This is an optimization exercise on Yosys and OpenROAD, whose aim is small area, a short achievable clock period and few clock cycles per item, not a production implementation.
RTL that was checked went through simulation tests only; none was proved equivalent to the original.
For runs 1 to 5 and 9, only the layout was checked, not whether the RTL still works.
No activity file was given, so power comes from the tool's default toggle rates.

## config.mk

```make
export PLATFORM = sky130hd
export DESIGN_NAME = top_without_mem
export DESIGN_NICKNAME = top_without_mem
export VERILOG_FILES = /design/flow/design.v
export SDC_FILE = /design/flow/constraint.sdc
export NUM_CORES = 4
export LEC_CHECK = 0
export CAP_MARGIN = 20
export CORE_MARGIN = 2
export CORE_UTILIZATION = 40
export SETUP_SLACK_MARGIN = 4.0
export SLEW_MARGIN = 20
```

## constraint.sdc

```tcl
create_clock -name core_clock -period 6.5 [get_ports {clk}]
set_input_delay 1.3000 -clock core_clock [delete_from_list [all_inputs] [get_ports {clk}]]
set_output_delay 1.3000 -clock core_clock [all_outputs]
set_load 0.01 [all_outputs]
```

## design.v

```verilog
module conv_single(input [8:0] kernel, input [8:0] window, output act_sign);
wire [8:0] m = kernel ~^ window;
wire a1 = m[0] | m[1] | m[2];
wire a2 = (m[0] & m[1]) | (m[0] & m[2]) | (m[1] & m[2]);
wire a3 = m[0] & m[1] & m[2];
wire b1 = m[3] | m[4] | m[5];
wire b2 = (m[3] & m[4]) | (m[3] & m[5]) | (m[4] & m[5]);
wire b3 = m[3] & m[4] & m[5];
wire c1 = m[6] | m[7] | m[8];
wire c2 = (m[6] & m[7]) | (m[6] & m[8]) | (m[7] & m[8]);
wire c3 = m[6] & m[7] & m[8];
wire t2 = a2 | b2 | (a1 & b1);
wire t3 = a3 | b3 | (a2 & b1) | (a1 & b2);
wire t4 = (a3 & b1) | (a2 & b2) | (a1 & b3);
wire t5 = (a3 & b2) | (a2 & b3);
assign act_sign = t5 | (t4 & c1) | (t3 & c2) | (t2 & c3);
endmodule
module pipelined_conv(
	input clk,
	input [15:0] input_row,
	input [8:0] weights_in,
	input m12, m16,		 
	output reg [13:0] conv_out);
reg [15:0] R1, R2;
reg [8:0] K;
wire [13:0] sign_acts;
always @(posedge clk) begin
	R1 <= input_row;
	R2 <= R1;
	K <= weights_in;
end
genvar k;
generate
	for (k = 0; k < 14; k = k + 1) begin : g_conv
		conv_single u(.kernel(K),
			.window({input_row[k+2:k], R1[k+2:k], R2[k+2:k]}),
			.act_sign(sign_acts[k]));
	end
endgenerate
always @(posedge clk)
	conv_out <= {sign_acts[13:10] & {4{m16}}, sign_acts[9:8] & {2{m12}}, sign_acts[7:0]};
endmodule
module controller(input reset_b,
		  input clk,
		  input dut_run,
		  input [15:0] input_mdr,
		  output reg busy,
		  output reg output_write_en,
		  output reg [11:0] input_mar,
		  output reg [11:0] output_mar,
		  output reg m12, m16
		 );
localparam [1:0] ROW = 2'd0, DIMA = 2'd1, DIMD = 2'd2, DONE = 2'd3;
reg [1:0] st;
reg [3:0] c;		 
reg v;			 
wire idle = !busy;
wire is_row = busy && st == ROW;
wire is_dimd = busy && st == DIMD;
wire zero = input_mdr == 16'd0;
wire last = c[3] & c[0] & (!m12 | c[1] & (!m16 | c[2]));
always @(posedge clk or negedge reset_b)
	if (!reset_b) begin
		busy <= 1'b0;
		st <= ROW;
		v <= 1'b0;
		output_write_en <= 1'b0;
	end else begin
		v <= is_row && (c[3] | c[2] | c[1]);
		output_write_en <= v;
		if (idle) begin
			busy <= dut_run;
			st <= zero ? DONE : ROW;
		end else case (st)
			ROW: if (last) st <= DIMA;
			DIMA: st <= DIMD;
			DIMD: begin
				st <= ROW;
				if (zero) busy <= 1'b0;
			end
			DONE: busy <= 1'b0;
		endcase
	end
always @(posedge clk) begin
	if (idle) input_mar <= {10'd0, dut_run, 1'b0};
	else input_mar <= input_mar + {10'd0, is_row & last, !(is_row & last)};
	if (idle) output_mar <= 12'd0;
	else if (output_write_en) output_mar <= output_mar + 12'd1;
	c <= (is_row | is_dimd) ? c + 4'd1 : 4'd0;
	if (idle | is_dimd) begin
		m16 <= input_mdr[4];
		m12 <= input_mdr[4] | input_mdr[2];
	end
end
endmodule
module top_without_mem(input dut_run, reset_b, clk,
		       output dut_busy,
		       input[15:0] sram_dut_read_data, wmem_dut_read_data,
		       output[15:0] dut_sram_write_data,
		       output[11:0] dut_sram_write_address, dut_sram_read_address,
		       output[11:0] dut_wmem_read_address, output dut_sram_write_enable
			);
wire m12, m16;
wire [13:0] conv_out;
controller u1(.reset_b(reset_b), .clk(clk), .dut_run(dut_run),
		.input_mdr(sram_dut_read_data), .busy(dut_busy),
		.output_write_en(dut_sram_write_enable),
		.input_mar(dut_sram_read_address),
		.output_mar(dut_sram_write_address),
		.m12(m12), .m16(m16));
pipelined_conv u2(.clk(clk), .input_row(sram_dut_read_data),
		.weights_in(wmem_dut_read_data[8:0]),
		.m12(m12), .m16(m16), .conv_out(conv_out));
assign dut_wmem_read_address = 12'd1;
assign dut_sram_write_data = {2'b0, conv_out};
endmodule
```

## run.sh

```bash
#!/bin/bash
# synth_recipe.tcl (not shown) runs the flow's synth.tcl, then flattens the netlist and writes it again
# the make line also repeats each setting of config.mk as NAME=value (left out here)
make -C /OpenROAD-flow-scripts/flow DESIGN_CONFIG=/design/flow/config.mk WORK_HOME=/design/flow/orfs CLKGATE_MAP_FILE= SYNTH_SCRIPT=/design/flow/synth_recipe.tcl finish
```

==> out/qor.yml, run 1 <==
clock_path_buffers: 2
clockRootBuffer: "clkbuf_16"
ys_seq_area_share_pct: 30.1
yosysWarnings: 2
cts_tree: "yes"
drv_slew: 0
grt_pass1_vias: 5067
dieHeight_um: 128
syn_inst: 707
hold_viol_final: 0
highest_layer: "met4"
preCtsSetupSlack_ns: 3.30
avgRoutedWirePerCell_um: 15.4
die_x_um: 128
max_freq_mhz: 414
die_area_um2: 16400
fill_cells: 1412
p_per_area_nw_per_um2: 275
io_pins: 89
synth_edf_count: 2
postSynth.asyncResetShare_pct: 5.56
cts_sinks: 90
yosysTopAreaCell: "dfxtp_1"
rows: 45
grtUsageTotal_pct: 18.7
fin_worst_skew_ns: 0.00855
area_growth_pct: 16.5
viasPerCell: 5.46
slew_headroom_pct: 22.9
holdWs_ns: 0.362
gp_congestion: 0.784
synth_top_area_share_pct: 27.1
vias: 5222
overflow: 0
hp-class: "reg -> reg"
synth.avg_cell_area_um2: 8.69
clk_pin_slew_ns: 0.07
worstPathMaxFanout: 4
required_ns: 6.72
crit_arrival_ns: 2.63
worst-setup-path-type: "in -> reg"
drv_cap: 0
timing.final.ws_setup_ns: 4.09
h-tree-depth: 3
ant_nets: 0
routed-wl-met3_um: 646
synth_most_common_cell: "xnor2_1"
synthTopCellsByCount: "92 x xnor2_1, 91 x xor2_1, 83 x dfxtp_1, 61 x nor2_1, 44 x nand2_1"
outcome: "no timing/DRC/antenna violations"
hpwl_mm: 10.2
first_pass_iters: 4
grt_start_max_net_pins: 21
insertion_delay_ns: 0.36
drtIter0Drc: 185
setup_viol: 0
diodes: 0
worstMarginPinSlew_ns: 1.16
start_util_pct: 40.7
fp.coreArea_um2: 15100
final_nets: 807
antenna_found_initial: 0
period_share_pct: 37.1
wl_met2_mm: 7.06
synth_area_leaders: "dfxtp_1 27%, xnor2_1 13%, xor2_1 13%"
period_minus_slack_ns: 2.41
synth_ff_type: "dfxtp_1"
finalWirelength_mm: 14.8
syn_area_um2: 6140
drive_gt1_share_pct: 8.20
io_buffer_count: 67
synth_seq_cells: 90
start_kind: "primary input"
cts_made_buffers: 9
rsz0062_at_grt: "true"
drc: 0
vdd_drop_max_uv: 157
met1_length_mm: 6.60
grt_pass1_wl_mm: 24.4
finalSetupTns_ns: 0
synthDistinctLibCells: 52
cp-end-kind: "flip-flop"
power.leakage_nw: 2.87
==> final cells by class <==
class	instances	area, um^2	share of cell area [%]
multi-input cells	577	4010	56.0
clock buffers	9	225	3.15
clock inverters	7	110	1.54
repair buffers	80	697	9.74
well taps	188	235	3.29
inverters	5	18.8	0.262
flip-flops and latches	90	1860	26.0
==> final timing paths <==
path | start | endpoint | slack, ns | cells after the start
worst max-delay path | sram_dut_read_data[1] | u2.conv_out[0]$_DFF_P_ | 4.09 | 6
worst min-delay path | u1.v$_DFF_PN0_ | u1.output_write_en$_DFF_PN0_ | 0.36 | 0
worst max register to register | u2.K[0]$_DFF_P_ | u2.conv_out[9]$_DFF_P_ | 4.19 | 7
worst min register to register | u1.v$_DFF_PN0_ | u1.output_write_en$_DFF_PN0_ | 0.36 | 0
max in group asynchronous | reset_b | u1.busy$_DFF_PN0_ | 5.14 | 1
min in group asynchronous | reset_b | u1.v$_DFF_PN0_ | 1.15 | 1
==> cells by family after synthesis <==
family | synth area share (%)
AO/OA/AOI/OAI | 15.6
XOR/XNOR | 26.1
adder cells (fa/ha/maj) | 5.11
buffers and inverters | 5.85
flip-flops | 30.1
multiplexers | 1.04
other | 0.122
AND/OR/NAND/NOR | 16.1
==> state kept, by name (all words and copies together) (netlist names), 2 cells and up <==
signal	count
u1.c	4
u1.input_mar	12
u1.output_mar	12
u1.st	2
u2.K	9
u2.R1	16
u2.R2	16
u2.conv_out	14
==> worst max-delay path, stage by stage <==
cell and delay (ns):
dlygate4sd2_1 0.31, xor2_1 0.29, and2_1 0.20, o21ai_0 0.10
a221oi_1 0.29, o311ai_1 0.15
==> per-layer routing <==
| metal | vias to the layer above | GRT usage [%] |
|---|---|---|
| li1 | 2565 | - |
| met1 | 2474 | 22.6 |
| met2 | 142 | 32.0 |
| met3 | 41 | 3.80 |
| met4 | 0 | 8.14 |
| met5 | - | 0 |
==> stage by stage <==
stage                     util, %  cell area, um^2  cells  power [mW]
after global routing         47.4             7150    956        2.09
final                        47.4             7150    956        1.97
after detailed placement     45.0             6800    933        1.39
after global placement       45.0             6800    933        1.36
after floorplan                 -             6190    719        1.18
after CTS                    47.3             7130    953        1.98
==> what timing repair did <==
action	in CTS	in global routing
endpoints found under the setup margin	55	13
gates resized for setup	66	19
pin swaps	2	0
setup buffers	4	2
hold buffers	0	0
==> power breakdown <==
group | switching (mW) | internal, mW | total (mW)
combinational | 0.350 | 0.307 | 0.657
sequential | 0.0749 | 0.642 | 0.717
clock | 0.250 | 0.346 | 0.596
==> placed cells by master, fill, tap and decap left out, types with 4 or more instances in the layout <==
| cell | n |
|---|---|
| a211oi_1 | 6 |
| a21oi_1 | 9 |
| a221oi_1 | 6 |
| a222oi_1 | 6 |
| a22o_1 | 6 |
| a22oi_1 | 12 |
| a2bb2oi_1 | 6 |
| and2_1 | 26 |
| buf_4 | 12 |
| clkbuf_16 | 9 |
| clkbuf_2 | 7 |
| clkdlybuf4s50_1 | 11 |
| conb_1 | 14 |
| dfxtp_1 | 77 |
| dfxtp_2 | 6 |
| dlygate4sd2_1 | 44 |
| dlymetal6s2s_1 | 4 |
| ha_1 | 8 |
| inv_1 | 5 |
| maj3_1 | 7 |
| maj3_2 | 11 |
| nand2_1 | 44 |
| nand3_1 | 30 |
| nand4_1 | 5 |
| nor2_1 | 61 |
| nor2b_1 | 8 |
| nor3_1 | 19 |
| o211ai_1 | 6 |
| o21ai_0 | 31 |
| o21ai_1 | 8 |
| o22ai_1 | 16 |
| o311ai_1 | 6 |
| o31a_1 | 6 |
| or3_1 | 8 |
| xnor2_1 | 92 |
| xor2_1 | 90 |
==> run 2, diff against run 1 <==
--- a/config.mk
+++ b/config.mk
@@ -9,4 +9,4 @@
 export CORE_MARGIN = 2
-export CORE_UTILIZATION = 40
-export SETUP_SLACK_MARGIN = 4.0
+export CORE_UTILIZATION = 60
+export SETUP_SLACK_MARGIN = 4.2
 export SLEW_MARGIN = 20
==> run 2 against run 1 <==
Largest cell class unchanged; still clean on timing, DRC and antenna; design area is 0.65% lower; sequential power about the same; synthesized area unchanged; first-iteration DRC count up 57%; critical endpoint is now dut_sram_write_address[5]; critical path depth shrank 5; cell count decreased by 4.9%; via count fell by 0.38%; utilization grew 25 points; largest power group unchanged; combinational power rose by 3.5%; maximum frequency is 6.1% higher.
==> out/qor.yml, run 2 <==
outcome: "no timing/DRC/antenna violations"
r2r_start: "u2.K[5]$_DFF_P_"
fill_cells: 765
period_minus_slack_ns: 2.27
max_freq_mhz: 440
ff2ff_setup_slack_ns: 4.32
io_buffer_count: 67
synth_ff_type: "dfxtp_1"
gp_congestion: 0.843
crit_arrival_ns: 0.97
clockRootBuffer: "clkbuf_8"
final_nets: 815
diodes: 0
critPathMaxStageDelay_ns: 0.37
slew_headroom_pct: 57.1
drtIter0Drc: 291
hp-class: "reg -> reg"
yosysWarnings: 2
grtUsageTotal_pct: 26.2
grt_pass1_wl_mm: 23.4
area_growth_pct: 15.7
cts_sinks: 90
cp-end-kind: "output port"
ys_seq_area_share_pct: 30.1
rows: 36
layout.cells.most_common: "xnor2_1"
drv_cap: 0
io_pins: 89
synth_area_leaders: "dfxtp_1 27%, xnor2_1 13%, xor2_1 13%"
synth_most_common_cell: "xnor2_1"
slowest_stage: "dfxtp_2"
clk_pin_slew_ns: 0.10
whs_path_depth: 0
place_inst: 878
hold_viol_final: 0
avgRoutedWirePerCell_um: 15.5
power.leakage_nw: 2.76
hp-start: "u2.R1[0]$_DFF_P_"
mostFrequentLayoutCells: "90 x xnor2_1, 88 x xor2_1, 59 x dfxtp_1, 57 x nor2_1, 44 x nand2_1"
worstPathMaxFanout: 5
ant_nets: 0
synth_edf_count: 2
postSynth.asyncResetShare_pct: 5.56
syn_area_um2: 6140
finalWirelength_mm: 14.1
fp.coreArea_um2: 9860
rsz0062_at_grt: "true"
cts_made_buffers: 9
path_cells: "clkdlybuf4s15_1"
p_per_area_nw_per_um2: 252
synth_seq_cells: 90
die_x_um: 105
setup_viol: 0
finalSetupTns_ns: 0
drc: 0
synthDistinctLibCells: 52
h-tree-depth: 3
start_kind: "flip-flop"
dieHeight_um: 105
start_util_pct: 62.3
yosysTopAreaCell: "dfxtp_1"
die_area_um2: 11100
antenna_found_initial: 0
hold_end: "u2.R2[0]$_DFF_P_"
insertion_delay_ns: 0.36
synth.avg_cell_area_um2: 8.69
period_share_pct: 35.0
clock_path_buffers: 2
vias: 5202
drv_slew: 0
crit_family: "flip-flops"
grt_pass1_vias: 5034
synthTopCellsByCount: "92 x xnor2_1, 91 x xor2_1, 83 x dfxtp_1, 61 x nor2_1, 44 x nand2_1"
vdd_drop_max_uv: 209
viasPerCell: 5.72
worstMarginPinSlew_ns: 0.643
worstPathBufferInverterCount: 1
hpwl_mm: 9.82
timing.rr.end: "u2.conv_out[13]$_DFF_P_"
cts_tree: "yes"
reg_top3: "u2.R1: 16 flops, u2.R2: 16 flops, u2.conv_out: 14 flops"
stdcell_count: 909
synth_top_area_share_pct: 27.1
required_ns: 5.20
fin_worst_skew_ns: 0.0139
grt_start_max_net_pins: 21
worst-r2r-cell-count: 7
worst-setup-path-type: "reg -> out"
first_pass_iters: 5
syn_inst: 707
drive_gt1_share_pct: 16.5
overflow: 0
## run 2: cell type report
type                    count  area (um^2)  area share [%]
well taps                 133          166            2.34
clock buffers               9          124            1.74
clock inverters             7         73.8            1.04
repair buffers             88          754            10.6
multi-input cells         577         4070            57.2
flip-flops and latches     90         1900            26.8
inverters                   5         18.8           0.264
## run 2: how the worst max path moves through the flow
stage | start | end | slack, ns | cells after the start
4_1_cts | u1.busy$_DFF_PN0_ | dut_busy | 4.05 | 1
3_3_place_gp | sram_dut_read_data[4] | u1.busy$_DFF_PN0_ | 3.43 | 7
5_1_grt | sram_dut_read_data[7] | u2.conv_out[5]$_DFF_P_ | 4.13 | 7
2_1_floorplan | sram_dut_read_data[2] | u1.busy$_DFF_PN0_ | 4.21 | 6
3_5_place_dp | sram_dut_read_data[9] | u2.conv_out[7]$_DFF_P_ | 3.38 | 7
6_report | u1.output_mar[5]$_SDFFE_PN0P_ | dut_sram_write_address[5] | 4.23 | 1
## run 2: cell families after synthesis
kind of cell    synth area share (%)
simple gates                    16.1
flops                           30.1
compound gates                  15.6
mux                             1.04
xor+xnor                        26.1
buf+inv                         5.85
fa+ha+maj                       5.11
other cells                    0.122
## run 2: power breakdown
group	internal [mW]	switching [mW]	leakage, nW
clock network	0.181	0.211	0.106
registers	0.644	0.0711	0.783
logic	0.322	0.358	1.87
total	1.15	0.640	2.76
## run 2: stage by stage
stage | utilization, % | setup WS (ns) | hold slack, ns | total power, mW | area [um^2]
detailed placement | 68.3 | 3.38 | 0.355 | 1.38 | 6730
CTS | 71.1 | 4.05 | 0.359 | 1.77 | 7010
global route | 72.1 | 4.13 | 0.366 | 1.90 | 7110
finish | 72.1 | 4.23 | 0.361 | 1.79 | 7110
floorplan | - | 4.21 | 0.326 | 1.18 | 6190
global placement | 68.3 | 3.43 | 0.336 | 1.36 | 6730
## run 2: routing by layer
| metal | vias to the layer above | GRT usage, % | wire length [um] |
|---|---|---|---|
| met5 | - | 0 | 0 |
| met4 | 0 | 10.3 | 360 |
| met3 | 32 | 3.31 | 671 |
| met2 | 140 | 45.8 | 6910 |
| met1 | 2456 | 32.7 | 6180 |
| li1 | 2574 | - | - |
## run 2: what timing repair did
item | 4_1_cts | 5_1_grt
pin swaps | 8 | 18
hold buffers | 0 | 0
setup endpoints to repair | 66 | 44
gates resized for setup | 152 | 62
setup buffers | 8 | 7
==> run 3, diff against run 2 <==
--- a/config.mk
+++ b/config.mk
@@ -10,2 +10,3 @@
 export CORE_UTILIZATION = 60
+export CTS_BUF_LIST = sky130_fd_sc_hd__clkbuf_8
 export SETUP_SLACK_MARGIN = 4.2
==> run 3 against run 2 <==
Still clean on timing, DRC and antenna; utilization did not move; count of clock-buffer cells in the layout did not move; worst setup slack unchanged; combinational power barely moved; non-clock buffer count unchanged; die area is the same; via count unchanged; sequential share of layout area stayed put; total power did not move; critical path depth unchanged; highest routed layer unchanged.
==> out/qor.yml, run 3 <==
outcome: "no timing/DRC/antenna violations"
io_buffer_count: 67
cts_sinks: 90
synth_seq_cells: 90
timing.final.ws_setup_ns: 4.23
syn_inst: 707
power.leakage_nw: 2.76
drc: 0
start_kind: "flip-flop"
fin_worst_skew_ns: 0.0139
worstMarginPinSlew_ns: 0.643
grt_pass1_wl_mm: 23.4
worst-r2r-cell-count: 7
h-tree-depth: 3
ys_seq_area_share_pct: 30.1
gp_congestion: 0.843
cp-end-kind: "output port"
hold_viol_final: 0
drive_gt1_share_pct: 16.5
r2r_start: "u2.K[5]$_DFF_P_"
period_minus_slack_ns: 2.27
crit_arrival_ns: 0.97
io_pins: 89
fill_cells: 765
power_switching_mw: 0.640
fin_util_pct: 72.1
setup_viol: 0
postSynth.asyncResetShare_pct: 5.56
grt_start_max_net_pins: 21
syn_area_um2: 6140
final_area_um2: 7110
synth_ff_type: "dfxtp_1"
drv_cap: 0
worstPathBufferInverterCount: 1
period_share_pct: 35.0
hp-start: "u2.R1[0]$_DFF_P_"
area.sequential_um2: 1900
drtIter0Drc: 291
grt_pass1_vias: 5034
diodes: 0
finalSetupTns_ns: 0
hp-class: "reg -> reg"
final_nets: 815
drv_slew: 0
timing.rr.end: "u2.conv_out[13]$_DFF_P_"
clock_path_buffers: 2
synth_top_area_share_pct: 27.1
start_util_pct: 62.3
cts_made_buffers: 9
finalWirelength_mm: 14.1
vdd_drop_max_uv: 209
viasPerCell: 5.72
grtUsageTotal_pct: 26.2
stdcell_count: 909
ff2ff_setup_slack_ns: 4.32
p_per_area_nw_per_um2: 252
hold_end: "u2.R2[0]$_DFF_P_"
preCtsSetupSlack_ns: 3.38
worst-setup-path-type: "reg -> out"
whs_path_depth: 0
max_freq_mhz: 440
hpwl_mm: 9.82
multi_input_area_um2: 4070
dpl_cell_area_um2: 6730
rows: 36
yosysTopAreaCell: "dfxtp_1"
insertion_delay_ns: 0.36
ant_nets: 0
cts_tree: "yes"
combPwrFrac_pct: 38.0
p_seq_share_pct: 40.0
synth_edf_count: 2
critPathMaxStageDelay_ns: 0.37
vias: 5202
cts-hold-fix-buffers: 0
rsz0062_at_grt: "true"
power.internal_mw: 1.15
die_area_um2: 11100
reg_top3: "u2.R1: 16 flops, u2.R2: 16 flops, u2.conv_out: 14 flops"
synth_area_leaders: "dfxtp_1 27%, xnor2_1 13%, xor2_1 13%"
synth.avg_cell_area_um2: 8.69
layout.cells.most_common: "xnor2_1"
synthDistinctLibCells: 52
first_pass_iters: 5
worstPathMaxFanout: 5
clockRootBuffer: "clkbuf_8"
dieHeight_um: 105
clk_pin_slew_ns: 0.10
place_inst: 878
synthTopCellsByCount: "92 x xnor2_1, 91 x xor2_1, 83 x dfxtp_1, 61 x nor2_1, 44 x nand2_1"
mostFrequentLayoutCells: "90 x xnor2_1, 88 x xor2_1, 59 x dfxtp_1, 57 x nor2_1, 44 x nand2_1"
slew_headroom_pct: 57.1
crit_family: "flip-flops"
required_ns: 5.20
yosysWarnings: 2
avgRoutedWirePerCell_um: 15.5
area_growth_pct: 15.7
synth_most_common_cell: "xnor2_1"
swShare_pct: 35.8
antenna_found_initial: 0
fp.coreArea_um2: 9860
path_cells: "clkdlybuf4s15_1"
clockPowerShare_pct: 21.9
slowest_stage: "dfxtp_2"
die_x_um: 105
overflow: 0
## run 3: timing repair
item,in CTS,in global routing
endpoints found under the setup margin,66,44
setup buffers,8,7
resized for setup,152,62
pin swaps,8,18
## run 3: cell type report
| type | instances | share of cell area, % |
|---|---|---|
| Clock buffer | 9 | 1.74 |
| Clock inverter | 7 | 1.04 |
| Inverter | 5 | 0.264 |
| Multi-Input combinational cell | 577 | 57.2 |
| Sequential cell | 90 | 26.8 |
| Tap cell | 133 | 2.34 |
| Timing Repair Buffer | 88 | 10.6 |
## run 3: worst max-delay path by stage
stage	endpoint	from	slack (ns)	cells after the start
floorplan	u1.busy$_DFF_PN0_	sram_dut_read_data[2]	4.21	6
global placement	u1.busy$_DFF_PN0_	sram_dut_read_data[4]	3.43	7
detailed placement	u2.conv_out[7]$_DFF_P_	sram_dut_read_data[9]	3.38	7
CTS	dut_busy	u1.busy$_DFF_PN0_	4.05	1
global route	u2.conv_out[5]$_DFF_P_	sram_dut_read_data[7]	4.13	7
finish	dut_sram_write_address[5]	u1.output_mar[5]$_SDFFE_PN0P_	4.23	1
## run 3: power groups by stage
stage | logic [mW] | registers [mW] | clock network [mW]
floorplan | 0.460 | 0.724 | 0
global placement | 0.609 | 0.752 | 0
detailed placement | 0.630 | 0.754 | 0
CTS | 0.661 | 0.714 | 0.399
global route | 0.757 | 0.724 | 0.420
finish | 0.680 | 0.715 | 0.392
## run 3: layer usage
| metal | share of wire, % | GRT usage (%) |
|---|---|---|
| met1 | 44 | 32.7 |
| met2 | 49 | 45.8 |
| met3 | 4.8 | 3.31 |
| met4 | 2.5 | 10.3 |
| met5 | 0 | 0 |
## run 3: per-stage QoR
step | total power [mW] | hold WS [ns]
floorplan | 1.18 | 0.326
global placement | 1.36 | 0.336
detailed placement | 1.38 | 0.355
CTS | 1.77 | 0.359
global route | 1.90 | 0.366
finish | 1.79 | 0.361
## run 3: cells by family after synthesis
| family | count (synthesis) | share of synthesized area, % |
|---|---|---|
| fa+ha+maj | 27 | 5.11 |
| xor+xnor | 183 | 26.1 |
| other cells | 2 | 0.122 |
| simple gates | 209 | 16.1 |
| buf+inv | 52 | 5.85 |
| compound gates | 138 | 15.6 |
| flops | 90 | 30.1 |
| mux | 6 | 1.04 |
==> run 4, diff against run 3 <==
--- a/config.mk
+++ b/config.mk
@@ -9,4 +9,3 @@
 export CORE_MARGIN = 2
-export CORE_UTILIZATION = 60
-export CTS_BUF_LIST = sky130_fd_sc_hd__clkbuf_8
+export CORE_UTILIZATION = 75
 export SETUP_SLACK_MARGIN = 4.2
==> run 4 against run 3 <==
Synthesized cell count stayed put; cell count is 3.3% lower; still clean on timing, DRC and antenna; global-route usage is 8.0 points higher; design area is 0.70% lower; maximum frequency is 1.4% lower; total power is 2.7% higher; largest cell class unchanged; clock power is 7.4% higher; critical path depth is 6 higher; critical path type is now in -> reg; first-iteration DRC count is 1.4% lower; worst hold slack better by 0.0029 ns.
==> out/qor.yml, run 4 <==
start_util_pct: 75.9
hp-start: "u1.v$_DFF_PN0_"
gp_congestion: 0.839
outcome: "no timing/DRC/antenna violations"
die_x_um: 94.5
final_nets: 813
timing.final.ws_setup_ns: 4.19
stdcell_count: 879
top_usage_layer: "met2"
first_pass_iters: 6
overflow: 0
synthTopCellsByCount: "92 x xnor2_1, 91 x xor2_1, 83 x dfxtp_1, 61 x nor2_1, 44 x nand2_1"
drive_gt1_share_pct: 16.3
reg_top3: "u2.R1: 16 flops, u2.R2: 16 flops, u2.conv_out: 14 flops"
hold_viol_final: 0
worstPathMaxFanout: 5
hp-class: "reg -> reg"
ff2ff_setup_slack_ns: 4.28
synth_edf_count: 2
period_share_pct: 35.5
synth_xor_area_share_pct: 26.1
crit_arrival_ns: 2.54
fin_worst_skew_ns: 0.0181
synth_top_family_by_area: "XOR/XNOR gates"
vias: 5530
slew_headroom_pct: 54.2
die_area_um2: 8930
synth_compound_area_share_pct: 15.6
fp.coreArea_um2: 8090
grt_start_max_net_pins: 21
worst-setup-path-type: "in -> reg"
synthDistinctLibCells: 52
rsz0062_at_grt: "true"
h-tree-depth: 3
period_minus_slack_ns: 2.31
holdWs_ns: 0.363
drv_cap: 0
synth_seq_cells: 90
insertion_delay_ns: 0.36
synth_ff_type: "dfxtp_1"
start_kind: "primary input"
hpwl_mm: 10.1
place_inst: 846
drtIter0Drc: 287
mostFrequentLayoutCells: "88 x xnor2_1, 87 x xor2_1, 58 x nor2_1, 57 x dfxtp_1, 44 x nand2_1"
ant_nets: 0
worst-r2r-cell-count: 6
antenna_found_initial: 0
p_per_area_nw_per_um2: 260
drc: 0
grtUsageTotal_pct: 34.3
preCtsSetupSlack_ns: 3.39
synth.avg_cell_area_um2: 8.69
layout.cells.most_common: "xnor2_1"
whs_path_depth: 0
synth_top_area_share_pct: 27.1
postSynth.asyncResetShare_pct: 5.56
cp-end-kind: "flip-flop"
finalWirelength_mm: 15.7
setup_viol: 0
ys_seq_area_share_pct: 30.1
avgRoutedWirePerCell_um: 17.9
power_mw: 1.84
syn_inst: 707
cts-hold-fix-buffers: 0
grt_util_met2_pct: 62.3
io_buffer_count: 67
met1_usage_pct: 39.0
rows: 33
yosysTopAreaCell: "dfxtp_1"
vdd_drop_max_uv: 223
dieHeight_um: 94.5
clockRootBuffer: "clkbuf_8"
final_area_um2: 7060
clock_path_buffers: 2
cts_tree: "yes"
diodes: 0
synth.area.mux_share_pct: 1.04
required_ns: 6.73
hold_end: "u1.output_write_en$_DFF_PN0_"
io_pins: 89
worstMarginPinSlew_ns: 0.687
drv_slew: 0
yosysWarnings: 2
power.leakage_nw: 2.77
viasPerCell: 6.29
dpl_cell_area_um2: 6670
finalSetupTns_ns: 0
synth_area_leaders: "dfxtp_1 27%, xnor2_1 13%, xor2_1 13%"
syn_area_um2: 6140
met3_usage_pct: 5.67
cts_made_buffers: 9
synth-simple-area-share_pct: 16.1
r2r_start: "u2.K[4]$_DFF_P_"
grt_pass1_wl_mm: 24.2
synthAdderAreaFrac_pct: 5.11
timing.rr.end: "u2.conv_out[12]$_DFF_P_"
area_growth_pct: 14.9
synth_most_common_cell: "xnor2_1"
fin_util_pct: 87.2
grt_pass1_vias: 5368
max_freq_mhz: 433
clk_pin_slew_ns: 0.10
cts_sinks: 90
run 4: timing repair:
| action | CTS | global route |
|---|---|---|
| buffers inserted | 9 | 8 |
| pin swaps | 10 | 17 |
| endpoints found under the setup margin | 65 | 37 |
| resized for setup | 150 | 56 |
run 4: power breakdown:
part	switching (mW)	internal, mW	total (mW)	leakage (nW)
Sequential	0.0861	0.644	0.730	0.781
Clock	0.207	0.214	0.421	0.108
Combinational	0.369	0.316	0.686	1.88
Total	0.662	1.17	1.84	2.77
run 4: worst max path at each step:
stage                                from                endpoint  slack, ns  cells after the start
finish              sram_dut_read_data[9]  u2.conv_out[7]$_DFF_P_       4.19                      7
global route        sram_dut_read_data[8]  u2.conv_out[7]$_DFF_P_       4.07                      7
CTS                     u1.busy$_DFF_PN0_                dut_busy       4.06                      1
detailed placement  sram_dut_read_data[5]       u1.busy$_DFF_PN0_       3.39                      6
global placement    sram_dut_read_data[5]       u1.busy$_DFF_PN0_       3.38                      6
floorplan           sram_dut_read_data[2]       u1.busy$_DFF_PN0_       4.21                      6
run 4: per-layer routing:
layer	wire [um]	part of all wire [%]
met5	0	0
met4	554	3.5
met3	1090	6.9
met2	7990	51
met1	6110	39
run 4: worst max-delay path: stages:
cell,delay [ns]
buf_2,0.16
xnor2_1,0.17
nor2_1,0.20
and2_1,0.14
o21ai_0,0.10
a221oi_1,0.31
o311ai_1,0.17
run 4: final cells by class:
cell class              instances  area, um^2
well taps                     105         131
multi-input cells             577        4100
clock inverters                 4        55.1
clock buffers                  12         166
inverters                       5        18.8
fillers                       419        1030
repair buffers                 86         682
flip-flops and latches         90        1900
run 4: cell families (layout without fill, tap and decap cells):
family | Yosys count | after routing
buffers and inverters | 52 | 107
muxes | 6 | 6
xor gates and xnor gates | 183 | 183
AOI/OAI and AO/OA | 138 | 138
DFF | 90 | 90
other | 2 | 14
and+or+nand+nor | 209 | 209
adders and majority gates | 27 | 27
==> run 5, diff against run 4 <==
==> flow/run.sh (new file) <==
#!/bin/bash
# The standard layout, with plain buffers (not delay cells) on the ports.
set -euo pipefail
export BUFFER_PORTS_ARGS="-buffer_cell sky130_fd_sc_hd__buf_2"
bash standard.sh > standard.log 2>&1
==> standard.sh (new file) <==
#!/bin/bash
# synth_recipe.tcl (not shown) runs the flow's synth.tcl, then flattens the netlist and writes it again
# the make line also repeats each setting of config.mk as NAME=value (left out here)
make -C /OpenROAD-flow-scripts/flow DESIGN_CONFIG=/design/flow/config.mk WORK_HOME=/design/flow/orfs CLKGATE_MAP_FILE= SYNTH_SCRIPT=/design/flow/synth_recipe.tcl "${@:-finish}"
--- a/config.mk
+++ b/config.mk
@@ -9,3 +9,3 @@
 export CORE_MARGIN = 2
-export CORE_UTILIZATION = 75
+export CORE_UTILIZATION = 60
 export SETUP_SLACK_MARGIN = 4.2
removed: run.sh
==> run 5 against run 4 <==
Design area down 5.1%; worst hold slack worse by 0.0059 ns; non-clock buffer count down 8; cell count up 2.3%; die area up 24%; global-route usage down 8.0 points.
==> out/qor.yml, run 5 <==
crit_family: "flip-flops"
first_pass_iters: 6
overflow: 0
syn_inst: 707
syn_area_um2: 6140
whs_path_depth: 0
antenna_found_initial: 0
hold_viol_final: 0
worst-setup-path-type: "reg -> out"
power_mw: 1.75
viasPerCell: 5.67
place_inst: 878
io_pins: 89
layout.cells.most_common: "xnor2_1"
h-tree-depth: 3
ant_nets: 0
clk_pin_slew_ns: 0.10
final_area_um2: 6700
worstMarginPinSlew_ns: 0.595
ys_seq_area_share_pct: 30.1
stdcell_count: 899
postSynth.asyncResetShare_pct: 5.56
diodes: 0
rsz0062_at_grt: "true"
dieHeight_um: 105
max_freq_mhz: 436
worstPathBufferInverterCount: 1
synth_top_area_share_pct: 27.1
cp-end-kind: "output port"
outcome: "no timing/DRC/antenna violations"
hpwl_mm: 9.89
hp-class: "reg -> reg"
finalWirelength_mm: 13.9
cts_made_buffers: 9
drv_slew: 0
path_cells: "buf_6"
setup_viol: 0
gp_congestion: 0.808
r2r_start: "u2.K[2]$_DFF_P_"
grt_start_max_net_pins: 21
preCtsSetupSlack_ns: 3.87
yosysTopAreaCell: "dfxtp_1"
die_x_um: 105
synthTopCellsByCount: "92 x xnor2_1, 91 x xor2_1, 83 x dfxtp_1, 61 x nor2_1, 44 x nand2_1"
avgRoutedWirePerCell_um: 15.5
cts-hold-fix-buffers: 0
grtUsageTotal_pct: 26.3
grt_pass1_wl_mm: 23.2
worstPathMaxFanout: 2
cts_sinks: 90
worst-r2r-cell-count: 7
vias: 5094
area_growth_pct: 9.05
synth_edf_count: 2
mostFrequentLayoutCells: "92 x xnor2_1, 91 x xor2_1, 75 x dfxtp_1, 66 x buf_2, 60 x nor2_1"
period_minus_slack_ns: 2.29
fp.coreArea_um2: 9860
p_per_area_nw_per_um2: 262
reg_top3: "u2.R1: 16 flops, u2.R2: 16 flops, u2.conv_out: 14 flops"
synth_ff_type: "dfxtp_1"
rows: 36
path_depth: 1
clock_path_buffers: 2
dpl_cell_area_um2: 6400
period_share_pct: 35.3
drive_gt1_share_pct: 15.9
final_nets: 805
start_kind: "flip-flop"
synth_area_leaders: "dfxtp_1 27%, xnor2_1 13%, xor2_1 13%"
start_util_pct: 62.3
crit_arrival_ns: 0.99
insertion_delay_ns: 0.38
die_area_um2: 11100
synth.avg_cell_area_um2: 8.69
timing.rr.end: "u2.conv_out[11]$_DFF_P_"
cts_tree: "yes"
required_ns: 5.20
power.leakage_nw: 2.68
synth_seq_cells: 90
slowest_stage: "dfrtp_4"
finalSetupTns_ns: 0
synthDistinctLibCells: 52
clockRootBuffer: "clkbuf_8"
multi_input_area_um2: 3990
synth_most_common_cell: "xnor2_1"
drv_cap: 0
drtIter0Drc: 291
yosysWarnings: 2
ff2ff_setup_slack_ns: 4.30
critPathMaxStageDelay_ns: 0.49
fin_worst_skew_ns: 0.0128
hold_end: "u1.output_write_en$_DFF_PN0_"
drc: 0
timing.final.ws_setup_ns: 4.21
grt_pass1_vias: 4888
fill_cells: 820
hp-start: "u1.v$_DFF_PN0_"
vdd_drop_max_uv: 235
io_buffer_count: 67
area.sequential_um2: 1860
slew_headroom_pct: 60.3
## run 5: cell counts after synthesis
No cell type changed its count.
## run 5: layout make-up
| cell class | instances | area share (%) |
|---|---|---|
| Multi-Input combinational cell | 577 | 59.6 |
| Tap cell | 133 | 2.49 |
| Clock buffer | 10 | 2.22 |
| Clock inverter | 6 | 0.785 |
| Inverter | 5 | 0.280 |
| Timing Repair Buffer | 78 | 6.84 |
| Sequential cell | 90 | 27.8 |
## run 5: cells by family (layout without fill, tap and decap cells)
| group | Yosys count | after routing | share of synthesized area [%] |
|---|---|---|---|
| and+or+nand+nor | 209 | 209 | 16.1 |
| adders and majority gates | 27 | 27 | 5.11 |
| xor gates and xnor gates | 183 | 183 | 26.1 |
| muxes | 6 | 6 | 1.04 |
| buffers and inverters | 52 | 99 | 5.85 |
| AOI/OAI and AO/OA | 138 | 138 | 15.6 |
| DFF | 90 | 90 | 30.1 |
| other | 2 | 14 | 0.122 |
## run 5: worst max path at each step
stage	slack, ns	from	endpoint
after floorplan	4.21	sram_dut_read_data[2]	u1.busy$_DFF_PN0_
after global placement	3.90	sram_dut_read_data[5]	u1.busy$_DFF_PN0_
after detailed placement	3.87	sram_dut_read_data[7]	u1.busy$_DFF_PN0_
after CTS	4.17	u1.busy$_DFF_PN0_	dut_busy
after global routing	4.09	sram_dut_read_data[7]	u2.conv_out[6]$_DFF_P_
final	4.21	u1.busy$_DFF_PN0_	dut_busy
## run 5: repair_timing
| action | CTS | global route |
|---|---|---|
| setup endpoints to repair | 14 | 18 |
| setup buffers | 4 | 1 |
| gates resized for setup | 7 | 16 |
| pin swaps | 0 | 2 |
| cloned | 0 | 0 |
## run 5: layer usage
metal | share of wire [%] | up-vias | wire length, um | track usage (%)
met5 | 0 | - | 0 | 0
met4 | 1.4 | 0 | 191 | 8.57
met3 | 4.6 | 16 | 642 | 3.93
met2 | 49 | 143 | 6820 | 45.4
met1 | 45 | 2384 | 6290 | 33.5
li1 | - | 2551 | - | -
## run 5: power by group
part | internal [mW] | switching, mW | leakage (nW)
combinational | 0.291 | 0.346 | 1.81
clock | 0.170 | 0.226 | 0.102
sequential | 0.643 | 0.0764 | 0.772
total | 1.10 | 0.648 | 2.68
## run 5: stage by stage
| stage | utilization [%] | hold WS [ns] |
|---|---|---|
| floorplan | - | 0.326 |
| global placement | 64.9 | 0.340 |
| detailed placement | 64.9 | 0.337 |
| CTS | 67.3 | 0.362 |
| global route | 67.9 | 0.381 |
| finish | 67.9 | 0.358 |
==> run 6, diff against run 5 <==
--- a/design.v
+++ b/design.v
@@ -59,3 +59,3 @@
 wire is_dimd = busy && st == DIMD;
-wire zero = input_mdr == 16'd0;
+wire zero = !(input_mdr[3] | input_mdr[4]);
 wire last = c[3] & c[0] & (!m12 | c[1] & (!m16 | c[2]));
==> run 6 against run 5 <==
Largest power group unchanged; critical path type unchanged; clock skew is 0.0019 ns lower; total power is 1.9% higher; worst setup slack worse by 0.062 ns; count of clock-buffer cells in the layout is 1 higher; die area hardly changed; register-to-register slack hardly changed; critical path depth is 1 higher; first-iteration DRC count is 6.2% lower; cell count is 1.0% higher.
==> out/qor.yml, run 6 <==
outcome: "no timing/DRC/antenna violations"
hp-class: "reg -> reg"
postSynth.asyncResetShare_pct: 5.56
synth_edf_count: 2
period_share_pct: 36.2
insertion_delay_ns: 0.37
hpwl_mm: 9.50
syn_inst: 715
synth_most_common_cell: "xnor2_1"
fin_worst_skew_ns: 0.0109
synth_ff_type: "dfxtp_1"
fill_cells: 810
avgRoutedWirePerCell_um: 15.0
grt_start_max_net_pins: 21
rsz0062_at_grt: "true"
clock_path_buffers: 2
ant_nets: 0
power_switching_mw: 0.630
setup_viol: 0
multi_input_area_um2: 4000
area_growth_pct: 10.5
path_cells: "buf_12, buf_6"
cp-end-kind: "output port"
grt_pass1_wl_mm: 22.7
io_buffer_count: 67
r2r_start: "u2.K[3]$_DFF_P_"
reg_top3: "u2.R1: 16 flops, u2.R2: 16 flops, u2.conv_out: 14 flops"
fp.coreArea_um2: 9860
die_area_um2: 11000
cts-hold-fix-buffers: 0
drv_cap: 0
io_pins: 89
cts_sinks: 90
vdd_drop_max_uv: 277
finalSetupTns_ns: 0
endpoint: "dut_busy"
clockRootBuffer: "clkbuf_8"
start_util_pct: 62.2
drtIter0Drc: 273
power.internal_mw: 1.15
crit_arrival_ns: 1.05
max_freq_mhz: 425
critPathMaxStageDelay_ns: 0.44
yosysTopAreaCell: "dfxtp_1"
cts_tree: "yes"
die_x_um: 105
dieHeight_um: 105
synth_seq_cells: 90
power_mw: 1.78
diodes: 0
h-tree-depth: 3
synth_top_area_share_pct: 27.1
grt_pass1_vias: 4922
synthDistinctLibCells: 51
power.leakage_nw: 2.74
worstMarginPinSlew_ns: 0.607
yosysWarnings: 2
final_nets: 814
worst-r2r-cell-count: 7
area.sequential_um2: 1880
timing.rr.end: "u2.conv_out[11]$_DFF_P_"
combPwrFrac_pct: 36.6
finalWirelength_mm: 13.6
synthTopCellsByCount: "96 x xnor2_1, 86 x xor2_1, 83 x dfxtp_1, 62 x nor2_1, 50 x nand2_1"
whs_path_depth: 0
synth.avg_cell_area_um2: 8.58
p_per_area_nw_per_um2: 263
hold_viol_final: 0
drc: 0
start_kind: "flip-flop"
grtUsageTotal_pct: 25.3
ff2ff_setup_slack_ns: 4.31
overflow: 0
syn_area_um2: 6130
drv_slew: 0
cts_made_buffers: 9
p_seq_share_pct: 39.7
vias: 5136
fin_util_pct: 68.7
synth_area_leaders: "dfxtp_1 27%, xnor2_1 14%, xor2_1 12%"
swShare_pct: 35.3
first_pass_iters: 5
drive_gt1_share_pct: 16.8
slew_headroom_pct: 59.6
setup.worst_path.start: "u1.busy$_DFF_PN0_"
worstPathMaxFanout: 2
rows: 36
antenna_found_initial: 0
clockPowerShare_pct: 23.7
mostFrequentLayoutCells: "95 x xnor2_1, 86 x xor2_1, 68 x dfxtp_1, 66 x buf_2, 62 x nor2_1"
ys_seq_area_share_pct: 30.1
layout.cells.most_common: "xnor2_1"
required_ns: 5.20
slowest_stage: "dfrtp_2"
clk_pin_slew_ns: 0.10
period_minus_slack_ns: 2.35
worst-setup-path-type: "reg -> out"
viasPerCell: 5.66
gp_congestion: 0.852
-- run 6: changes by cell type in the layout (fill, tap and decap cells not counted), moves of 4 or more --
cell | before | now
dfxtp_1 | 75 | 68
nand2_1 | 44 | 50
xor2_1 | 91 | 86
o21a_1 | 0 | 4
a31oi_1 | 0 | 5
dfxtp_2 | 8 | 12
-- run 6: area by class of cell --
type                    count  area share, %
inverters                   8          0.443
well taps                 133           2.45
repair buffers             79           7.20
flip-flops and latches     90           27.7
clock inverters             5          0.959
clock buffers              11           2.25
multi-input cells         582           59.0
-- run 6: power by group through the flow --
stage               combinational [mW]  clock [mW]  sequential [mW]
global placement                 0.547           0            0.727
finish                           0.653       0.423            0.708
detailed placement               0.571           0            0.731
global route                     0.729       0.458            0.719
CTS                              0.641       0.435            0.710
floorplan                        0.449           0            0.713
-- run 6: per-stage QoR --
step | hold slack (ns) | cell area [um^2] | cells | setup WS (ns)
after floorplan | 0.326 | 6200 | 727 | 4.14
after global placement | 0.336 | 6400 | 884 | 3.80
after detailed placement | 0.339 | 6400 | 884 | 3.74
after CTS | 0.361 | 6730 | 906 | 4.13
after global routing | 0.376 | 6780 | 908 | 4.10
final | 0.360 | 6780 | 908 | 4.15
-- run 6: cell families after synthesis --
logic type               count (synthesis)  share of synthesized area (%)
AND/OR/NAND/NOR                        215                           16.5
other                                    2                          0.122
adder cells (fa/ha/maj)                 28                           5.30
multiplexers                             4                          0.673
AO/OA/AOI/OAI                          139                           15.5
buffers and inverters                   55                           5.81
XOR/XNOR                               182                           26.0
flip-flops                              90                           30.1
-- run 6: repair_timing --
| action | CTS | global route |
|---|---|---|
| gates resized for setup | 16 | 15 |
| setup buffers | 5 | 2 |
| pin swaps | 0 | 1 |
| cloned | 1 | 0 |
| setup endpoints to repair | 21 | 26 |
-- run 6: worst min path at each step --
stage	end	start	slack, ns
after floorplan	u2.R2[10]$_DFF_P_	u2.R1[10]$_DFF_P_	0.33
after global placement	u1.output_write_en$_DFF_PN0_	u1.v$_DFF_PN0_	0.34
after detailed placement	u1.output_write_en$_DFF_PN0_	u1.v$_DFF_PN0_	0.34
after CTS	u1.output_write_en$_DFF_PN0_	u1.v$_DFF_PN0_	0.36
after global routing	u1.output_write_en$_DFF_PN0_	u1.v$_DFF_PN0_	0.38
final	u1.output_write_en$_DFF_PN0_	u1.v$_DFF_PN0_	0.36
-- run 6: worst max-delay path, delay by kind of cell (launching register included) --
kind / cells / cell delay, ns
flops: 1 / 0.44
buf+inv: 2 / 0.24
-- run 6: layer usage --
layer	wire [um]	GRT usage (%)	vias up
li1	-	-	2570
met2	6700	43.8	132
met1	6070	31.5	2414
met3	620	6.05	20
met4	208	6.19	0
met5	0	0	-
Testbench counts of run 6, summed over its fixed seeds: cycles 42,580, items 33,100.
==> run 7, diff against run 6 <==
==> flow/run.sh (replaced) <==
#!/bin/bash
# The standard layout, with plain buffers (not delay cells) on the ports.
set -euo pipefail
export BUFFER_PORTS_ARGS="-buffer_cell sky130_fd_sc_hd__buf_1"
bash standard.sh > standard.log 2>&1
==> run 7 against run 6 <==
Still clean on timing, DRC and antenna; non-clock buffer count down 2; total power down 4.3%; worst hold slack worse by 0.0014 ns; via count down 0.33%; worst setup slack better by 0.025 ns; sequential share of layout area up 0.69 points; die area unchanged; largest cell class unchanged.
==> out/qor.yml, run 7 <==
outcome: "no timing/DRC/antenna violations"
area_growth_pct: 8.20
yosysTopAreaCell: "dfxtp_1"
ff2ff_setup_slack_ns: 4.35
setup_viol: 0
period_share_pct: 35.8
period_minus_slack_ns: 2.33
antenna_found_initial: 0
grt_pass1_wl_mm: 22.3
cts_tree: "yes"
highest_layer: "met4"
worstPathBufferInverterCount: 1
diodes: 0
cts_made_buffers: 9
first_pass_iters: 5
worst-setup-path-type: "reg -> out"
routed-wl-met3_um: 598
required_ns: 5.20
finalSetupTns_ns: 0
fin_worst_skew_ns: 0.0166
stdcell_count: 906
hpwl_mm: 9.36
synth.avg_cell_area_um2: 8.58
drive_gt1_share_pct: 9.31
drtIter0Drc: 232
crit_family: "flip-flops"
yosysWarnings: 2
fin_util_pct: 67.3
die_x_um: 105
rsz0062_at_grt: "true"
synth_edf_count: 2
clockRootBuffer: "clkbuf_8"
start_kind: "flip-flop"
clk_pin_slew_ns: 0.10
crit_arrival_ns: 1.03
drc: 0
syn_inst: 715
h-tree-depth: 3
slowest_stage: "dfrtp_4"
start_util_pct: 62.2
io_pins: 89
max_freq_mhz: 429
synth_area_leaders: "dfxtp_1 27%, xnor2_1 14%, xor2_1 12%"
overflow: 0
synth_most_common_cell: "xnor2_1"
synth_seq_cells: 90
hp-class: "reg -> reg"
synthDistinctLibCells: 51
syn_area_um2: 6130
critPathMaxStageDelay_ns: 0.51
avgRoutedWirePerCell_um: 14.8
postSynth.asyncResetShare_pct: 5.56
synth_top_area_share_pct: 27.1
io_buffer_count: 67
grt_start_max_net_pins: 21
reg_top3: "u2.R1: 16 flops, u2.R2: 16 flops, u2.conv_out: 14 flops"
vias: 5119
viasPerCell: 5.65
slew_headroom_pct: 60.9
clock_path_buffers: 2
insertion_delay_ns: 0.39
dieHeight_um: 105
cp-end-kind: "output port"
wl_met2_mm: 6.50
final_area_um2: 6640
worstPathMaxFanout: 2
synthTopCellsByCount: "96 x xnor2_1, 86 x xor2_1, 83 x dfxtp_1, 62 x nor2_1, 50 x nand2_1"
cts_sinks: 90
power.leakage_nw: 2.49
die_area_um2: 11000
place_inst: 883
met1_length_mm: 6.03
finalWirelength_mm: 13.4
final_nets: 812
drv_cap: 0
dpl_cell_area_um2: 6310
gp_congestion: 0.817
vdd_drop_max_uv: 247
layout.cells.most_common: "xnor2_1"
ant_nets: 0
ys_seq_area_share_pct: 30.1
hold_viol_final: 0
p_per_area_nw_per_um2: 257
rows: 36
path_cells: "buf_6"
grtUsageTotal_pct: 24.8
fp.coreArea_um2: 9860
mostFrequentLayoutCells: "95 x xnor2_1, 86 x xor2_1, 65 x dfxtp_1, 61 x nor2_1, 61 x buf_1"
grt_pass1_vias: 4900
worstMarginPinSlew_ns: 0.586
synth_ff_type: "dfxtp_1"
drv_slew: 0
==> run 7: kinds of logic (layout without fill, tap and decap cells) <==
group | Yosys count | in the layout | share of synthesized area, %
AOI/OAI and AO/OA | 139 | 139 | 15.5
xor gates and xnor gates | 182 | 182 | 26.0
adders and majority gates | 28 | 28 | 5.30
buffers and inverters | 55 | 101 | 5.81
DFF | 90 | 90 | 30.1
muxes | 4 | 4 | 0.673
other | 2 | 14 | 0.122
and+or+nand+nor | 215 | 215 | 16.5
==> run 7: per-stage QoR <==
step | total power [mW] | hold WS [ns] | setup WS [ns]
final | 1.71 | 0.359 | 4.17
after global routing | 1.81 | 0.368 | 4.13
after CTS | 1.70 | 0.360 | 4.16
after detailed placement | 1.28 | 0.337 | 3.71
after global placement | 1.26 | 0.336 | 3.73
after floorplan | 1.16 | 0.326 | 4.14
==> run 7: power by group <==
part / leakage [nW] / switching, mW / total, mW / internal (mW)
Combinational: 1.62 / 0.337 / 0.607 / 0.270
Sequential: 0.777 / 0.0764 / 0.713 / 0.637
Clock: 0.0973 / 0.229 / 0.387 / 0.158
==> run 7: worst register-to-register path, stage by stage (launching register included) <==
cell     delay, ns
dfrtp_1       0.39
inv_1         0.10
ha_2          0.23
nand3_2       0.10
ha_1          0.17
inv_1         0.06
fa_1          0.42
nor2b_4       0.18
nand4_1       0.13
xnor2_1       0.13
and2_1        0.14
==> run 7: cell type report <==
type	instances	area, um^2
multi-input combinational	582	4010
sequential	90	1880
fill	855	3230
clock inverter	6	56.3
inverter	8	30.0
clock buffer	10	138
timing repair buffer	77	359
tap	133	166
==> run 7: worst paths after layout <==
path | from | end | cells after the start
worst max-delay path | u1.busy$_DFF_PN0_ | dut_busy | 1
worst min-delay path | u1.v$_DFF_PN0_ | u1.output_write_en$_DFF_PN0_ | 0
worst max register to register | u1.st[0]$_DFFE_PN0P_ | u1.input_mar[10]$_SDFF_PN0_ | 10
worst min register to register | u1.v$_DFF_PN0_ | u1.output_write_en$_DFF_PN0_ | 0
max in group asynchronous | reset_b | u1.busy$_DFF_PN0_ | 1
min in group asynchronous | reset_b | u1.v$_DFF_PN0_ | 1
==> run 7: what timing repair did <==
item	CTS	global route
pin swaps	0	1
buffers inserted	5	2
gates resized for setup	15	25
endpoints found under the setup margin	26	27
hold buffers	0	0
gates cloned	0	0
==> run 7: layer usage <==
layer,vias to the layer above,track usage [%]
met5,-,0
met4,0,7.90
met3,23,6.36
met2,112,42.8
met1,2409,30.3
li1,2575,-
==> run 8, diff against run 7 <==
--- a/config.mk
+++ b/config.mk
@@ -10,3 +10,3 @@
 export CORE_UTILIZATION = 60
-export SETUP_SLACK_MARGIN = 4.2
+export SETUP_SLACK_MARGIN = 4.3
 export SLEW_MARGIN = 20
==> run 8 against run 7 <==
First-iteration DRC count rose by 25%; cell count increased by 3.1%; worst hold slack lost 0.0056 ns; critical path depth unchanged; non-clock buffer count up 28; global-route usage is 0.60 points higher; synthesized cell count stayed put.
==> out/qor.yml, run 8 <==
outcome: "no timing/DRC/antenna violations"
fin_worst_skew_ns: 0.0151
synth_top_area_share_pct: 27.1
dpl_cell_area_um2: 6380
setup_viol: 0
synth_compound_area_share_pct: 15.5
syn_area_um2: 6130
power_mw: 1.76
synth_edf_count: 2
worstPathMaxFanout: 2
rsz0062_at_grt: "true"
first_pass_iters: 7
hp-class: "reg -> reg"
synth_seq_cells: 90
synth_most_common_cell: "xnor2_1"
vdd_drop_max_uv: 163
synth.avg_cell_area_um2: 8.58
timing.rr.end: "u2.conv_out[9]$_DFF_P_"
synth_area_leaders: "dfxtp_1 27%, xnor2_1 14%, xor2_1 12%"
start_kind: "flip-flop"
crit_arrival_ns: 1.01
insertion_delay_ns: 0.37
cts_made_buffers: 9
period_minus_slack_ns: 2.31
critPathMaxStageDelay_ns: 0.51
io_pins: 89
worstMarginPinSlew_ns: 0.684
final_area_um2: 7200
yosysTopAreaCell: "dfxtp_1"
power.leakage_nw: 2.83
grtUsageTotal_pct: 25.4
synth.area.mux_share_pct: 0.673
start_util_pct: 62.2
die_area_um2: 11000
h-tree-depth: 3
drc: 0
ant_nets: 0
synthAdderAreaFrac_pct: 5.30
antenna_found_initial: 0
overflow: 0
worstPathBufferInverterCount: 1
vias: 5274
drv_slew: 0
whs_path_depth: 0
finalWirelength_mm: 14.7
slowest_stage: "dfrtp_4"
cts_sinks: 90
postSynth.asyncResetShare_pct: 5.56
synthDistinctLibCells: 51
reg_top3: "u2.R1: 16 flops, u2.R2: 16 flops, u2.conv_out: 14 flops"
rows: 36
dieHeight_um: 105
mostFrequentLayoutCells: "92 x xnor2_1, 83 x xor2_1, 58 x nor2_1, 50 x nand2_1, 48 x dfxtp_1"
crit_family: "flip-flops"
period_share_pct: 35.5
preCtsSetupSlack_ns: 3.73
synth_xor_area_share_pct: 26.0
cts_tree: "yes"
hold_viol_final: 0
synth_ff_type: "dfxtp_1"
hpwl_mm: 9.71
fp.coreArea_um2: 9860
drv_cap: 0
area_growth_pct: 17.3
final_nets: 840
grt_pass1_wl_mm: 22.9
finalSetupTns_ns: 0
timing.final.ws_setup_ns: 4.19
clockRootBuffer: "clkbuf_8"
ys_seq_area_share_pct: 30.1
syn_inst: 715
slew_headroom_pct: 54.4
worst-setup-path-type: "reg -> out"
max_freq_mhz: 434
layout.cells.most_common: "xnor2_1"
cts-hold-fix-buffers: 0
hold_end: "u1.output_write_en$_DFF_PN0_"
p_per_area_nw_per_um2: 245
path_cells: "buf_6"
clock_path_buffers: 2
synth_top_family_by_area: "XOR/XNOR gates"
synthTopCellsByCount: "96 x xnor2_1, 86 x xor2_1, 83 x dfxtp_1, 62 x nor2_1, 50 x nand2_1"
viasPerCell: 5.65
clk_pin_slew_ns: 0.10
gp_congestion: 0.829
hp-start: "u1.v$_DFF_PN0_"
drive_gt1_share_pct: 20.0
grt_start_max_net_pins: 21
synth-simple-area-share_pct: 16.5
cp-end-kind: "output port"
grt_pass1_vias: 4981
io_buffer_count: 67
ff2ff_setup_slack_ns: 4.35
diodes: 0
avgRoutedWirePerCell_um: 15.7
yosysWarnings: 2
holdWs_ns: 0.353
drtIter0Drc: 289
required_ns: 5.20
worst-r2r-cell-count: 7
r2r_start: "u2.K[0]$_DFF_P_"
die_x_um: 105
[run 8: cell counts after synthesis]
No cell type changed its count.
[run 8: what timing repair did]
item,4_1_cts,5_1_grt
buffers inserted,10,18
setup endpoints to repair,50,33
gates resized for setup,68,48
cloned,0,4
pin swaps,0,10
[run 8: power by group]
group	switching, mW	internal (mW)
Clock	0.214	0.164
Sequential	0.0663	0.637
Combinational	0.369	0.314
[run 8: logic make-up (layout without fill, tap and decap cells)]
family,Yosys count,in the layout
simple gates,215,215
xor+xnor,182,182
compound gates,139,139
flops,90,90
buf+inv,55,129
fa+ha+maj,28,28
mux,4,4
other cells,2,14
[run 8: stage by stage]
stage | std cells | utilization (%)
2_1_floorplan | 727 | -
3_3_place_gp | 886 | 64.7
3_5_place_dp | 886 | 64.7
4_1_cts | 912 | 68.7
5_1_grt | 934 | 73.0
6_report | 934 | 73.0
[run 8: per-layer routing]
layer | share of wire [%] | vias to the layer above | global-route usage, %
met1 | 44 | 2497 | 31.8
li1 | - | 2618 | -
met2 | 50 | 135 | 43.4
met5 | 0 | - | 0
met3 | 4.0 | 24 | 3.62
met4 | 1.9 | 0 | 11.4
[run 8: area by class of cell]
class	instances	area (um^2)
clock buffer	10	149
tap	133	166
sequential	90	1920
clock inverter	6	47.5
timing repair buffer	105	772
inverter	8	30.0
multi-input combinational	582	4120
fill	773	2670
[run 8: how the worst max path moves through the flow]
stage	start	endpoint	slack, ns	cells after the start
4_1_cts	u1.busy$_DFF_PN0_	dut_busy	4.18	1
6_report	u1.busy$_DFF_PN0_	dut_busy	4.19	1
5_1_grt	u1.busy$_DFF_PN0_	dut_busy	4.16	1
3_3_place_gp	u2.K[1]$_DFF_P_	u2.conv_out[12]$_DFF_P_	3.81	6
3_5_place_dp	u2.K[2]$_DFF_P_	u2.conv_out[9]$_DFF_P_	3.73	6
2_1_floorplan	sram_dut_read_data[4]	u2.conv_out[2]$_DFF_P_	4.14	7
[run 8: worst reg2reg max path, cell delays in order, from the launching register on]
cell       delay (ns)
dfxtp_4          0.38
buf_12           0.15
xnor2_1          0.16
maj3_2           0.36
a222oi_1         0.44
a22oi_1          0.16
a2bb2oi_1        0.15
o31a_1           0.24
==> run 9, diff against run 8 <==
--- a/design.v
+++ b/design.v
@@ -2,16 +2,14 @@
 wire [8:0] m = kernel ~^ window;
-wire a1 = m[0] | m[1] | m[2];
-wire a2 = (m[0] & m[1]) | (m[0] & m[2]) | (m[1] & m[2]);
-wire a3 = m[0] & m[1] & m[2];
-wire b1 = m[3] | m[4] | m[5];
-wire b2 = (m[3] & m[4]) | (m[3] & m[5]) | (m[4] & m[5]);
-wire b3 = m[3] & m[4] & m[5];
-wire c1 = m[6] | m[7] | m[8];
-wire c2 = (m[6] & m[7]) | (m[6] & m[8]) | (m[7] & m[8]);
-wire c3 = m[6] & m[7] & m[8];
-wire t2 = a2 | b2 | (a1 & b1);
-wire t3 = a3 | b3 | (a2 & b1) | (a1 & b2);
-wire t4 = (a3 & b1) | (a2 & b2) | (a1 & b3);
-wire t5 = (a3 & b2) | (a2 & b3);
-assign act_sign = t5 | (t4 & c1) | (t3 & c2) | (t2 & c3);
+wire sa = m[0] ^ m[1] ^ m[2];
+wire ca = (m[0] & m[1]) | (m[0] & m[2]) | (m[1] & m[2]);
+wire sb = m[3] ^ m[4] ^ m[5];
+wire cb = (m[3] & m[4]) | (m[3] & m[5]) | (m[4] & m[5]);
+wire e5 = ca & cb & (sa | sb);
+wire e4 = (ca & cb) | ((ca | cb) & sa & sb);
+wire e3 = (ca & cb) | ((ca | cb) & (sa | sb));
+wire e2 = ca | cb | (sa & sb);
+wire l1 = m[6] | m[7] | m[8];
+wire l2 = (m[6] & m[7]) | (m[6] & m[8]) | (m[7] & m[8]);
+wire l3 = m[6] & m[7] & m[8];
+assign act_sign = e5 | (e4 & l1) | (e3 & l2) | (e2 & l3);
 endmodule
==> flow/run.sh (replaced) <==
#!/bin/bash
# The standard layout, with two changes: ABC maps the logic with an area-oriented script
# (flow/abc.script, through flow/synth.tcl), and the ports get plain buffers, not delay cells.
set -euo pipefail
W=$(pwd)
export BUFFER_PORTS_ARGS="-buffer_cell sky130_fd_sc_hd__buf_1"
export FLOW_ABC_SCRIPT="$W/flow/abc.script"
bash standard.sh SYNTH_SCRIPT="$W/flow/synth.tcl" finish > standard.log 2>&1
==> flow/abc.script (new file) <==
&get -n
&st
&dch
&nf -a
&put
topo
stime -c
==> flow/synth.tcl (new file) <==
# synth_recipe.tcl (the standard synthesis script), except that ABC maps the logic with
# flow/abc.script instead of ORFS's abc_speed.script. Registers are mapped before ABC runs,
# so they are the standard synthesis's.
proc synth {args} { yosys synth -nofsm -noshare {*}$args }
proc abc {args} {
  set i [lsearch $args -script]
  if {$i >= 0} { set args [lreplace $args [expr {$i+1}] [expr {$i+1}] $::env(FLOW_ABC_SCRIPT)] }
  yosys abc {*}$args
}
source $::env(SCRIPTS_DIR)/synth.tcl
# left out here: clear keep_hierarchy, flatten, clean up, hide names made inside functions, write 1_2_yosys.v
--- a/config.mk
+++ b/config.mk
@@ -10,3 +10,3 @@
 export CORE_UTILIZATION = 60
-export SETUP_SLACK_MARGIN = 4.3
+export SETUP_SLACK_MARGIN = 4.2
 export SLEW_MARGIN = 20
==> run 9 against run 8 <==
Still clean; global-route usage is 1.7 points lower; first-iteration DRC count fell by 65%; synthesized cell count decreased by 20%; total power grew 1.2%; synthesized area decreased by 14%; via count fell by 21%; clock skew rose by 0.00066 ns; routed wire length decreased by 26%; flip-flop and latch count is the same; maximum frequency rose by 0.67%; non-clock buffer count decreased by 34; largest cell class unchanged; highest routed layer unchanged.
==> out/qor.yml, run 9 <==
rsz0062_at_grt: "true"
io_pins: 89
final_nets: 725
ant_nets: 0
hold_viol_final: 0
clockRootBuffer: "clkbuf_8"
period_minus_slack_ns: 2.29
cts-hold-fix-buffers: 0
yosysWarnings: 2
path_cells: "buf_6"
finalSetupTns_ns: 0
hp-class: "reg -> reg"
grt_pass1_wl_mm: 18.4
setup_viol: 0
cts_tree: "yes"
worstPathBufferInverterCount: 1
dieHeight_um: 97.8
viasPerCell: 5.42
vias: 4152
ys_seq_area_share_pct: 35.0
drtIter0Drc: 102
postSynth.asyncResetShare_pct: 5.56
gp_congestion: 0.805
finalWirelength_mm: 10.9
drv_slew: 0
slew_headroom_pct: 27.0
synthTopCellsByCount: "83 x dfxtp_1, 73 x xnor2_1, 69 x nor2_1, 63 x xor2_1, 61 x nand2_1"
reg_top3: "u2.R1: 16 flops, u2.R2: 16 flops, u2.conv_out: 14 flops"
synthDistinctLibCells: 35
ff2ff_setup_slack_ns: 4.32
rows: 34
vdd_drop_max_uv: 246
first_pass_iters: 4
p_per_area_nw_per_um2: 301
fin_worst_skew_ns: 0.0158
diodes: 0
antenna_found_initial: 0
overflow: 0
grtUsageTotal_pct: 23.8
crit_family: "flip-flops"
whs_path_depth: 0
timing.rr.end: "u1.input_mar[10]$_SDFF_PN0_"
layout.cells.most_common: "xnor2_1"
fp.coreArea_um2: 8640
drive_gt1_share_pct: 6.69
start_kind: "flip-flop"
power.leakage_nw: 2.22
crit_arrival_ns: 0.99
synth_top_area_share_pct: 31.5
synth_most_common_cell: "dfxtp_1"
required_ns: 5.20
worstPathMaxFanout: 2
worst-setup-path-type: "reg -> out"
mostFrequentLayoutCells: "73 x xnor2_1, 71 x dfxtp_1, 68 x nor2_1, 66 x buf_1, 63 x xor2_1"
insertion_delay_ns: 0.36
io_buffer_count: 67
h-tree-depth: 3
synth.avg_cell_area_um2: 9.21
synth_seq_cells: 90
hp-start: "u1.v$_DFF_PN0_"
synth_area_leaders: "dfxtp_1 31%, xnor2_1 12%, fa_1 11%"
hold_end: "u1.output_write_en$_DFF_PN0_"
cts_sinks: 90
grt_start_max_net_pins: 17
clock_path_buffers: 2
die_x_um: 97.8
drc: 0
synth_edf_count: 2
cts_made_buffers: 9
die_area_um2: 9560
outcome: "no timing/DRC/antenna violations"
cp-end-kind: "output port"
start_util_pct: 61.1
clk_pin_slew_ns: 0.09
grt_pass1_vias: 4045
avgRoutedWirePerCell_um: 14.3
worstMarginPinSlew_ns: 1.09
syn_inst: 573
period_share_pct: 35.2
yosysTopAreaCell: "dfxtp_1"
syn_area_um2: 5280
critPathMaxStageDelay_ns: 0.51
area_growth_pct: 12.4
synth_ff_type: "dfxtp_1"
r2r_start: "u1.st[0]$_DFFE_PN0P_"
drv_cap: 0
holdWs_ns: 0.366
max_freq_mhz: 437
slowest_stage: "dfrtp_4"
worst-r2r-cell-count: 10
hpwl_mm: 7.68
[run 9: power breakdown]
part,switching (mW),internal [mW]
sequential,0.0824,0.645
combinational,0.354,0.264
clock,0.211,0.228
total,0.648,1.14
[run 9: routing by layer]
layer  global-route usage (%)  vias to the layer above  wire [um]
met5                        0                        -          0
met4                     8.12                        0        155
met3                     3.01                       15        491
met2                     41.1                      103       5370
met1                     31.1                     1970       4900
li1                         -                     2064          -
[run 9: how the worst max path moves through the flow]
stage / from / endpoint / slack (ns) / cells after the start
floorplan: u1.st[0]$_DFFE_PN0P_ / u1.input_mar[10]$_SDFF_PN0_ / 4.30 / 10
finish: u1.busy$_DFF_PN0_ / dut_busy / 4.21 / 1
global route: u1.st[0]$_DFFE_PN0P_ / u1.input_mar[10]$_SDFF_PN0_ / 4.17 / 10
CTS: u1.busy$_DFF_PN0_ / dut_busy / 4.19 / 1
detailed placement: sram_dut_read_data[4] / u2.conv_out[4]$_DFF_P_ / 3.96 / 5
global placement: sram_dut_read_data[4] / u2.conv_out[4]$_DFF_P_ / 3.99 / 5
[run 9: what timing repair did]
item,4_1_cts,5_1_grt
resized for setup,14,16
setup endpoints to repair,18,12
setup buffers,3,1
gates cloned,0,0
pin swaps,1,1
[run 9: metrics by stage]
step / cell area [um^2] / setup WS [ns] / utilization, % / instances / total power [mW]
floorplan: 5320 / 4.30 / - / 585 / 1.17
detailed placement: 5600 / 3.96 / 64.9 / 746 / 1.32
global placement: 5600 / 3.99 / 64.9 / 746 / 1.29
global route: 5930 / 4.17 / 68.7 / 766 / 1.91
CTS: 5890 / 4.19 / 68.2 / 765 / 1.78
finish: 5930 / 4.21 / 68.7 / 766 / 1.79
[run 9: cells by family after synthesis]
kind of cell               count (synthesis)  share of synthesized area (%)
and+or+nand+nor                          173                           13.8
xor gates and xnor gates                 136                           22.6
AOI/OAI and AO/OA                        110                           12.5
DFF                                       90                           35.0
adders and majority gates                 37                           12.9
buffers and inverters                     23                           2.63
other                                      2                          0.142
muxes                                      2                          0.379
[run 9: final cells by class]
cell class | count | area (um^2)
inverters | 9 | 36.3
clock inverters | 5 | 61.3
fillers | 706 | 2700
well taps | 108 | 135
multi-input cells | 472 | 3370
clock buffers | 11 | 174
repair buffers | 71 | 289
flip-flops and latches | 90 | 1870

Check on run 9: ideal ports give 4.209 ns setup slack; a clkbuf_16 on the clock port and buf_2 on the inputs give 4.176 ns; moving port delays by the midpoint clock arrival (0.385 ns) as well gives 3.936 ns.
